What follows belongs to an exercise in optimizing a design on an open flow for small area and a short achievable clock period; a production flow would make more cautious choices.

==> inputs of wip/nickel <==
==> flow/design.v (excerpt) <==
module mac_top
(
	input                    clk,
	input                    rst_n,         
	input                    enable,
	input                    valid,
	input                    read,    
	input                    mode,    
	input                    cfg,
	input             [15:0] in_a,
	input             [15:0] in_b,
	output            [15:0] mac_out,
	output                   error
);
	reg [15:0] pf_reg;    
	reg [12:0] pi_reg;    
	reg        err_reg;   
	reg [15:0] c_reg;
	reg        mode_reg;
	wire [15:0] pf_next, sum;
	wire [12:0] pi_next;
	wire        err_next;
	fp_mul   u_fmul (.a(in_a), .b(in_b), .p(pf_next), .error(err_next));
	int_mul  u_imul (.a(in_a[7:0]), .b(in_b[7:0]), .p(pi_next));
	mac_add  u_add  (.mode(mode_reg), .pf(pf_reg), .pi(pi_reg), .c(c_reg), .s(sum));
	always @ ( posedge clk or negedge rst_n ) begin
		if ( ! rst_n ) begin
			pf_reg   <= 16'b0;   
			pi_reg   <= 13'b0;
			err_reg  <= 1'b1;    
			c_reg    <= 16'b0;
			mode_reg <= 1'b0;
		end else if (enable) begin
			if (valid) begin
				pf_reg  <= pf_next;
				pi_reg  <= pi_next;
				err_reg <= err_next;
				c_reg   <= sum;
			end
			else if (read) begin  
				pf_reg  <= 16'b0;
				pi_reg  <= 13'b0;
				err_reg <= 1'b1;
				c_reg   <= 16'b0;
			end
		end else if (cfg) begin
			mode_reg <= mode;
		end
	end
	assign error   = err_reg;
	assign mac_out = (read && enable && ~valid) ? sum : 16'b0;
endmodule
==> module mac_add, before the edit <==
module mac_add (
	input         mode,
	input  [15:0] pf,
	input  [12:0] pi,
	input  [15:0] c,
	output [15:0] s
);
	wire [11:0] lo = pi[10:0] + c[10:0];
	wire [1:0]  hi = pi[12:11] + c[12:11];
	wire [15:0] s_int = {hi, 2'b00, lo};
	wire        a_gt = pf[14:0] > c[14:0];
	wire [14:0] big  = a_gt ? pf[14:0] : c[14:0];
	wire [14:0] sml  = a_gt ? c[14:0]  : pf[14:0];
	wire        sign = a_gt ? pf[15]   : c[15];
	wire        sub  = pf[15] ^ c[15];
	wire [4:0]  sh   = big[14:10] - sml[14:10];
	wire [21:0] af   = {1'b1, sml[9:0], 11'd0} >> sh;
	wire [13:0] al   = {af[21:11], af[10], |af[8:0], af[9]};
	wire [14:0] add  = {1'b1, big[9:0], 3'd0} + (sub ? -al : al);
	wire [14:0] ma   = {add[14] & ~sub, add[13:0]};
	reg  [4:0]  nzl;
	always @(*) begin
		casez (ma[14:3])
			12'b1???????????: nzl = 5'd0;
			12'b01??????????: nzl = 5'd1;
			12'b001?????????: nzl = 5'd2;
			12'b0001????????: nzl = 5'd3;
			12'b00001???????: nzl = 5'd4;
			12'b000001??????: nzl = 5'd5;
			12'b0000001?????: nzl = 5'd6;
			12'b00000001????: nzl = 5'd7;
			12'b000000001???: nzl = 5'd8;
			12'b0000000001??: nzl = 5'd9;
			12'b00000000001?: nzl = 5'd10;
			12'b000000000001: nzl = 5'd11;
			default:          nzl = 5'd0;
		endcase
	end
	wire [5:0]  sle  = {1'b0, big[14:10]} - {1'b0, nzl} + 6'd1;
	wire [3:0]  lsv  = (nzl > sle[4:0]) ? sle[3:0] : nzl[3:0];
	wire [14:0] nm   = ma << lsv;
	wire        rnd  = (|nm[2:0] | nm[4]) & nm[3];
	wire [4:0]  ex   = sub ? (sle[5] ? 5'd0 : sle[4:0]) : (big[14:10] + {4'd0, ma[14]});
	wire [9:0]  fr   = nm[13:4] + {9'd0, rnd};
	wire [15:0] s_fp = {sign, ex, fr};
	assign s = mode ? s_fp : s_int;
endmodule
==> module mac_top, before the edit <==
module mac_top
(
	input                    clk,
	input                    rst_n,         
	input                    enable,
	input                    valid,
	input                    read,    
	input                    mode,    
	input                    cfg,
	input             [15:0] in_a,
	input             [15:0] in_b,
	output            [15:0] mac_out,
	output                   error
);
	reg [15:0] pf_reg;    
	reg [12:0] pi_reg;    
	reg        err_reg;   
	reg [15:0] c_reg;
	reg        mode_reg;
	wire [15:0] pf_next, sum;
	wire [12:0] pi_next;
	wire        err_next;
	fp_mul   u_fmul (.a(in_a), .b(in_b), .p(pf_next), .error(err_next));
	int_mul  u_imul (.a(in_a[7:0]), .b(in_b[7:0]), .p(pi_next));
	mac_add  u_add  (.mode(mode_reg), .pf(pf_reg), .pi(pi_reg), .c(c_reg), .s(sum));
	always @ ( posedge clk or negedge rst_n ) begin
		if ( ! rst_n ) begin
			pf_reg   <= 16'b0;   
			pi_reg   <= 13'b0;
			err_reg  <= 1'b1;    
			c_reg    <= 16'b0;
			mode_reg <= 1'b0;
		end else if (enable) begin
			if (valid) begin
				pf_reg  <= pf_next;
				pi_reg  <= pi_next;
				err_reg <= err_next;
				c_reg   <= sum;
			end
			else if (read) begin  
				pf_reg  <= 16'b0;
				pi_reg  <= 13'b0;
				err_reg <= 1'b1;
				c_reg   <= 16'b0;
			end
		end else if (cfg) begin
			mode_reg <= mode;
		end
	end
	assign error   = err_reg;
	assign mac_out = (read && enable && ~valid) ? sum : 16'b0;
endmodule
==> module fp_mul, before the edit <==
module fp_mul (
	input  [15:0] a,
	input  [15:0] b,
	output [15:0] p,
	output        error
);
	wire [5:0]  s  = a[14:10] + b[14:10];
	wire        uf = (s < 6'd15);
	wire        of = (s > 6'd46);
	wire [21:0] m  = {1'b1, a[9:0]} * {1'b1, b[9:0]};
	wire [4:0]  e  = s[4:0] + 5'd17 + {4'd0, m[21]};
	wire [9:0]  f  = m[21] ? m[20:11] : m[19:10];
	wire        sg = a[15] ^ b[15];
	wire        z  = ~(|a) | ~(|b);
	assign error = uf | of;
	assign p = z  ? 16'b0 :
	           uf ? {sg, 15'b0} :
	           of ? {sg, 5'h1f, 10'b0} :
	                {sg, e, f};
endmodule
==> module int_mul, before the edit <==
module int_mul (
	input  [7:0]  a,
	input  [7:0]  b,
	output [12:0] p
);
	wire [6:0]  ma = a[7] ? -a[6:0] : a[6:0];
	wire [6:0]  mb = b[7] ? -b[6:0] : b[6:0];
	wire [13:0] m  = ma * mb;
	assign p = (a[7] ^ b[7]) ? -m[12:0] : m[12:0];
endmodule
clock: 42.0 ns
lec_check: 0
cap_margin: 20
core_margin: 2
core_utilization: 40
place_density: 0.6
slew_margin: 20
run.sh (not shown) runs the stock make flow with config.mk's settings and CLKGATE_MAP_FILE= SYNTH_SCRIPT=/design/flow/synth_recipe.tcl, a recipe that flattens the netlist after the stock synthesis.
==> wip/harbor (differences from wip/nickel) <==
--- a/flow/design.v
+++ b/flow/design.v
@@ -92,12 +92,18 @@
 	wire [15:0] s_int = {hi, 2'b00, lo};
+	wire [4:0]  ep   = pf[14:10];
+	wire [4:0]  ec   = c[14:10];
+	wire [5:0]  d1   = {1'b0, ep} - {1'b0, ec};
+	wire [4:0]  d2   = ec - ep;
+	wire        p_ge = ~d1[5];
+	wire [4:0]  sh   = p_ge ? d1[4:0] : d2;
+	wire [4:0]  eb   = p_ge ? ep : ec;
 	wire        a_gt = pf[14:0] > c[14:0];
-	wire [14:0] big  = a_gt ? pf[14:0] : c[14:0];
-	wire [14:0] sml  = a_gt ? c[14:0]  : pf[14:0];
-	wire        sign = a_gt ? pf[15]   : c[15];
+	wire [9:0]  mb   = a_gt ? pf[9:0] : c[9:0];
+	wire [9:0]  ms   = a_gt ? c[9:0]  : pf[9:0];
+	wire        sign = a_gt ? pf[15]  : c[15];
 	wire        sub  = pf[15] ^ c[15];
-	wire [4:0]  sh   = big[14:10] - sml[14:10];
-	wire [21:0] af   = {1'b1, sml[9:0], 11'd0} >> sh;
+	wire [21:0] af   = {1'b1, ms, 11'd0} >> sh;
 	wire [13:0] al   = {af[21:11], af[10], |af[8:0], af[9]};
-	wire [14:0] add  = {1'b1, big[9:0], 3'd0} + (sub ? -al : al);
-	wire [14:0] ma   = {add[14] & ~sub, add[13:0]};
+	wire [14:0] sum  = {2'b01, mb, 3'd0} + {1'b0, al ^ {14{sub}}} + {14'd0, sub};
+	wire [14:0] ma   = {sum[14] & ~sub, sum[13:0]};
 	reg  [4:0]  nzl;
@@ -120,3 +126,3 @@
 	end
-	wire [5:0]  sle  = {1'b0, big[14:10]} - {1'b0, nzl} + 6'd1;
+	wire [5:0]  sle  = {1'b0, eb} - {1'b0, nzl} + 6'd1;
 	wire [3:0]  lsv  = (nzl > sle[4:0]) ? sle[3:0] : nzl[3:0];
@@ -124,3 +130,3 @@
 	wire        rnd  = (|nm[2:0] | nm[4]) & nm[3];
-	wire [4:0]  ex   = sub ? (sle[5] ? 5'd0 : sle[4:0]) : (big[14:10] + {4'd0, ma[14]});
+	wire [4:0]  ex   = sub ? (sle[5] ? 5'd0 : sle[4:0]) : (eb + {4'd0, ma[14]});
 	wire [9:0]  fr   = nm[13:4] + {9'd0, rnd};
==> wip/delta (differences from wip/nickel) <==
--- a/flow/design.v
+++ b/flow/design.v
@@ -1 +1,21 @@
+module mul_unit (input [15:0] a, input [15:0] b, output [15:0] pf, output [12:0] pi, output error);
+	wire [15:0] x  = a[7:0] * b[7:0];
+	wire [4:0]  corr = (a[7] ? b[4:0] : 5'd0) + (b[7] ? a[4:0] : 5'd0);
+	wire        iz = (a[7:0] == 8'h80) | (b[7:0] == 8'h80);
+	assign pi = iz ? 13'd0 : {x[12:8] - corr, x[7:0]};
+	wire [2:0]  ah = {1'b1, a[9:8]}, bh = {1'b1, b[9:8]};
+	wire [10:0] t1 = ah * b[7:0];
+	wire [10:0] t2 = bh * a[7:0];
+	wire [5:0]  t3 = ah * bh;
+	wire [21:0] m  = {6'd0, x} + {3'd0, t1, 8'd0} + {3'd0, t2, 8'd0} + {t3, 16'd0};
+	wire [5:0]  s  = a[14:10] + b[14:10];
+	wire        uf = (s < 6'd15);
+	wire        of = (s > 6'd46);
+	wire [4:0]  e  = s[4:0] + 5'd17 + {4'd0, m[21]};
+	wire [9:0]  f  = m[21] ? m[20:11] : m[19:10];
+	wire        sg = a[15] ^ b[15];
+	wire        z  = ~(|a) | ~(|b);
+	assign error = uf | of;
+	assign pf = z  ? 16'b0 : uf ? {sg, 15'b0} : of ? {sg, 5'h1f, 10'b0} : {sg, e, f};
+endmodule
 module mac_top
@@ -22,4 +42,3 @@
 	wire        err_next;
-	fp_mul   u_fmul (.a(in_a), .b(in_b), .p(pf_next), .error(err_next));
-	int_mul  u_imul (.a(in_a[7:0]), .b(in_b[7:0]), .p(pi_next));
+	mul_unit u_mul  (.a(in_a), .b(in_b), .pf(pf_next), .pi(pi_next), .error(err_next));
 	mac_add  u_add  (.mode(mode_reg), .pf(pf_reg), .pi(pi_reg), .c(c_reg), .s(sum));
@@ -52,32 +71,2 @@
 endmodule
-module fp_mul (
-	input  [15:0] a,
-	input  [15:0] b,
-	output [15:0] p,
-	output        error
-);
-	wire [5:0]  s  = a[14:10] + b[14:10];
-	wire        uf = (s < 6'd15);
-	wire        of = (s > 6'd46);
-	wire [21:0] m  = {1'b1, a[9:0]} * {1'b1, b[9:0]};
-	wire [4:0]  e  = s[4:0] + 5'd17 + {4'd0, m[21]};
-	wire [9:0]  f  = m[21] ? m[20:11] : m[19:10];
-	wire        sg = a[15] ^ b[15];
-	wire        z  = ~(|a) | ~(|b);
-	assign error = uf | of;
-	assign p = z  ? 16'b0 :
-	           uf ? {sg, 15'b0} :
-	           of ? {sg, 5'h1f, 10'b0} :
-	                {sg, e, f};
-endmodule
-module int_mul (
-	input  [7:0]  a,
-	input  [7:0]  b,
-	output [12:0] p
-);
-	wire [6:0]  ma = a[7] ? -a[6:0] : a[6:0];
-	wire [6:0]  mb = b[7] ? -b[6:0] : b[6:0];
-	wire [13:0] m  = ma * mb;
-	assign p = (a[7] ^ b[7]) ? -m[12:0] : m[12:0];
-endmodule
 module mac_add (
@@ -92,12 +81,18 @@
 	wire [15:0] s_int = {hi, 2'b00, lo};
+	wire [4:0]  ep   = pf[14:10];
+	wire [4:0]  ec   = c[14:10];
+	wire [5:0]  d1   = {1'b0, ep} - {1'b0, ec};
+	wire [4:0]  d2   = ec - ep;
+	wire        p_ge = ~d1[5];
+	wire [4:0]  sh   = p_ge ? d1[4:0] : d2;
+	wire [4:0]  eb   = p_ge ? ep : ec;
 	wire        a_gt = pf[14:0] > c[14:0];
-	wire [14:0] big  = a_gt ? pf[14:0] : c[14:0];
-	wire [14:0] sml  = a_gt ? c[14:0]  : pf[14:0];
-	wire        sign = a_gt ? pf[15]   : c[15];
+	wire [9:0]  mb   = a_gt ? pf[9:0] : c[9:0];
+	wire [9:0]  ms   = a_gt ? c[9:0]  : pf[9:0];
+	wire        sign = a_gt ? pf[15]  : c[15];
 	wire        sub  = pf[15] ^ c[15];
-	wire [4:0]  sh   = big[14:10] - sml[14:10];
-	wire [21:0] af   = {1'b1, sml[9:0], 11'd0} >> sh;
+	wire [21:0] af   = {1'b1, ms, 11'd0} >> sh;
 	wire [13:0] al   = {af[21:11], af[10], |af[8:0], af[9]};
-	wire [14:0] add  = {1'b1, big[9:0], 3'd0} + (sub ? -al : al);
-	wire [14:0] ma   = {add[14] & ~sub, add[13:0]};
+	wire [14:0] sum  = {2'b01, mb, 3'd0} + {1'b0, al ^ {14{sub}}} + {14'd0, sub};
+	wire [14:0] ma   = {sum[14] & ~sub, sum[13:0]};
 	reg  [4:0]  nzl;
@@ -120,3 +115,3 @@
 	end
-	wire [5:0]  sle  = {1'b0, big[14:10]} - {1'b0, nzl} + 6'd1;
+	wire [5:0]  sle  = {1'b0, eb} - {1'b0, nzl} + 6'd1;
 	wire [3:0]  lsv  = (nzl > sle[4:0]) ? sle[3:0] : nzl[3:0];
@@ -124,3 +119,3 @@
 	wire        rnd  = (|nm[2:0] | nm[4]) & nm[3];
-	wire [4:0]  ex   = sub ? (sle[5] ? 5'd0 : sle[4:0]) : (big[14:10] + {4'd0, ma[14]});
+	wire [4:0]  ex   = sub ? (sle[5] ? 5'd0 : sle[4:0]) : (eb + {4'd0, ma[14]});
 	wire [9:0]  fr   = nm[13:4] + {9'd0, rnd};
==> flow/flow/run.sh (new file) <==
#!/bin/bash
# Standard layout with five changes to how it is made (the clock, constraints
# and checks are the design's own):
#  - synthesis maps logic with the delay-bounded area mapping in flow/abc_area.script
#  - synthesis leaves full and half adders to that mapping (no ADDER_MAP_FILE)
#  - synthesis maps adders' carry logic with Yosys's default Brent-Kung tree
#    (any SYNTH_OPERATIONS_ARGS drops ORFS's Kogge-Stone extra map; -nordff
#    only concerns memories, which this design has none of)
#  - ports get the smallest buffer (buf_1); timing repair resizes the ones that matter
#  - timing repair aims for more setup slack than the design's period needs
set -euo pipefail
W=$(pwd)
rm -rf "$W/scripts_local"
cp -r "$FLOW_HOME/scripts" "$W/scripts_local"
cp "$W/flow/abc_area.script" "$W/scripts_local/abc_area.script"
bash standard.sh SCRIPTS_DIR="$W/scripts_local" SYNTH_OPERATIONS_ARGS=-nordff ADDER_MAP_FILE= \
	"BUFFER_PORTS_ARGS=-buffer_cell sky130_fd_sc_hd__buf_1" SETUP_SLACK_MARGIN=24 finish > standard_flow.log 2>&1
==> flow/flow/abc_area.script (new file) <==
strash
dch -f
map -D 5000
topo
stime -c
dnsize -c -D 5000
==> flow/standard.sh (new file) <==
#!/bin/bash
# synth_recipe.tcl (not shown) runs the flow's synth.tcl, then flattens the netlist and writes it again
# the make line also repeats each setting of config.mk as NAME=value (left out here)
make -C /OpenROAD-flow-scripts/flow DESIGN_CONFIG=/design/flow/config.mk WORK_HOME=/design/flow/orfs CLKGATE_MAP_FILE= SYNTH_SCRIPT=/design/flow/synth_recipe.tcl "${@:-finish}"
--- a/flow/config.mk
+++ b/flow/config.mk
@@ -7,2 +7,3 @@
 export LEC_CHECK = 0
+export ABC_AREA = 1
 export CAP_MARGIN = 20
removed: flow/run.sh
==> comparison table <==
item	wip/delta	wip/nickel	wip/harbor
Net count after synthesis	1,922	1,852	1,885
Layout overhead on the synthesized area	14.0%	8.17%	7.78%
Met3 capacity usage during global routing	2.61%	1.99%	1.70%
Share of cell area taken by multi-input logic gates	73.2%	77.4%	77.7%
Worst hold start	err_reg$_DFFE_PN1P_	pi_reg[4]$_DFFE_PN0P_	pi_reg[3]$_DFFE_PN0P_
Final clock period utilization by the worst path	42.3%	56.5%	51.1%
Skew final	0.00954 ns	0.00932 ns	0.0109 ns
Category of the most critical setup path	in -> out	reg -> out	reg -> out
Transition time of the tightest slew-check pin	0.851 ns	1.08 ns	1.08 ns
Run status	complete, no violations	complete, no violations	complete, no violations
Post-Synth Simple-Gate Area	44.9%	19.7%	19.7%
Met2 track demand over resource	42.4%	37.1%	39.7%
Number of post-CTS setup repair buffers	7	0	0
Hold slack	0.507 ns	0.494 ns	0.497 ns
Setup crit start	enable	c_reg[10]$_DFFE_PN0P_	pf_reg[10]$_DFFE_PN0P_
Netlist Area Pre-Place	0.0103 mm²	0.0126 mm²	0.0130 mm²
Logic inverters	230	170	170
Function was not checked in any run of this note: the RTL went through the layout flow alone.

-- what the ideal ports hide --
The flow's constraints put no driver on any port. The routed layouts listed below were extracted and timed again, unchanged, in two steps. Step 1: set_driving_cell puts a clkbuf_16 on clk and a buf_2 on each other input, an assumption about the parent block. Step 2 moves the port delays by t, midway between the first and last clock arrival at a register: inputs arrive t later, outputs are due t later. That takes back most of the time a late clock gives input paths. Slacks: ideal ports / drivers / drivers and shift; pairs: ideal ports / drivers.
run	t (ns)	setup WS [ns]	latest minus earliest clock arrival (ns)	worst slew at a driven data input, ns	cell pins on the clock port's net
wip/nickel	0.324	18.259 / 18.220 / 18.544	0.010 / 0.010	0.05	1
wip/harbor	0.328	20.545 / 20.508 / 20.835	0.011 / 0.011	0.05	1
wip/delta	0.346	24.246 / 24.226 / 24.226	0.009 / 0.010	0.03	1
After both steps every run listed still meets setup and hold. The setup slack of wip/delta, which loses most, moves by -0.020 ns with the drivers and by -0.020 ns with both steps.
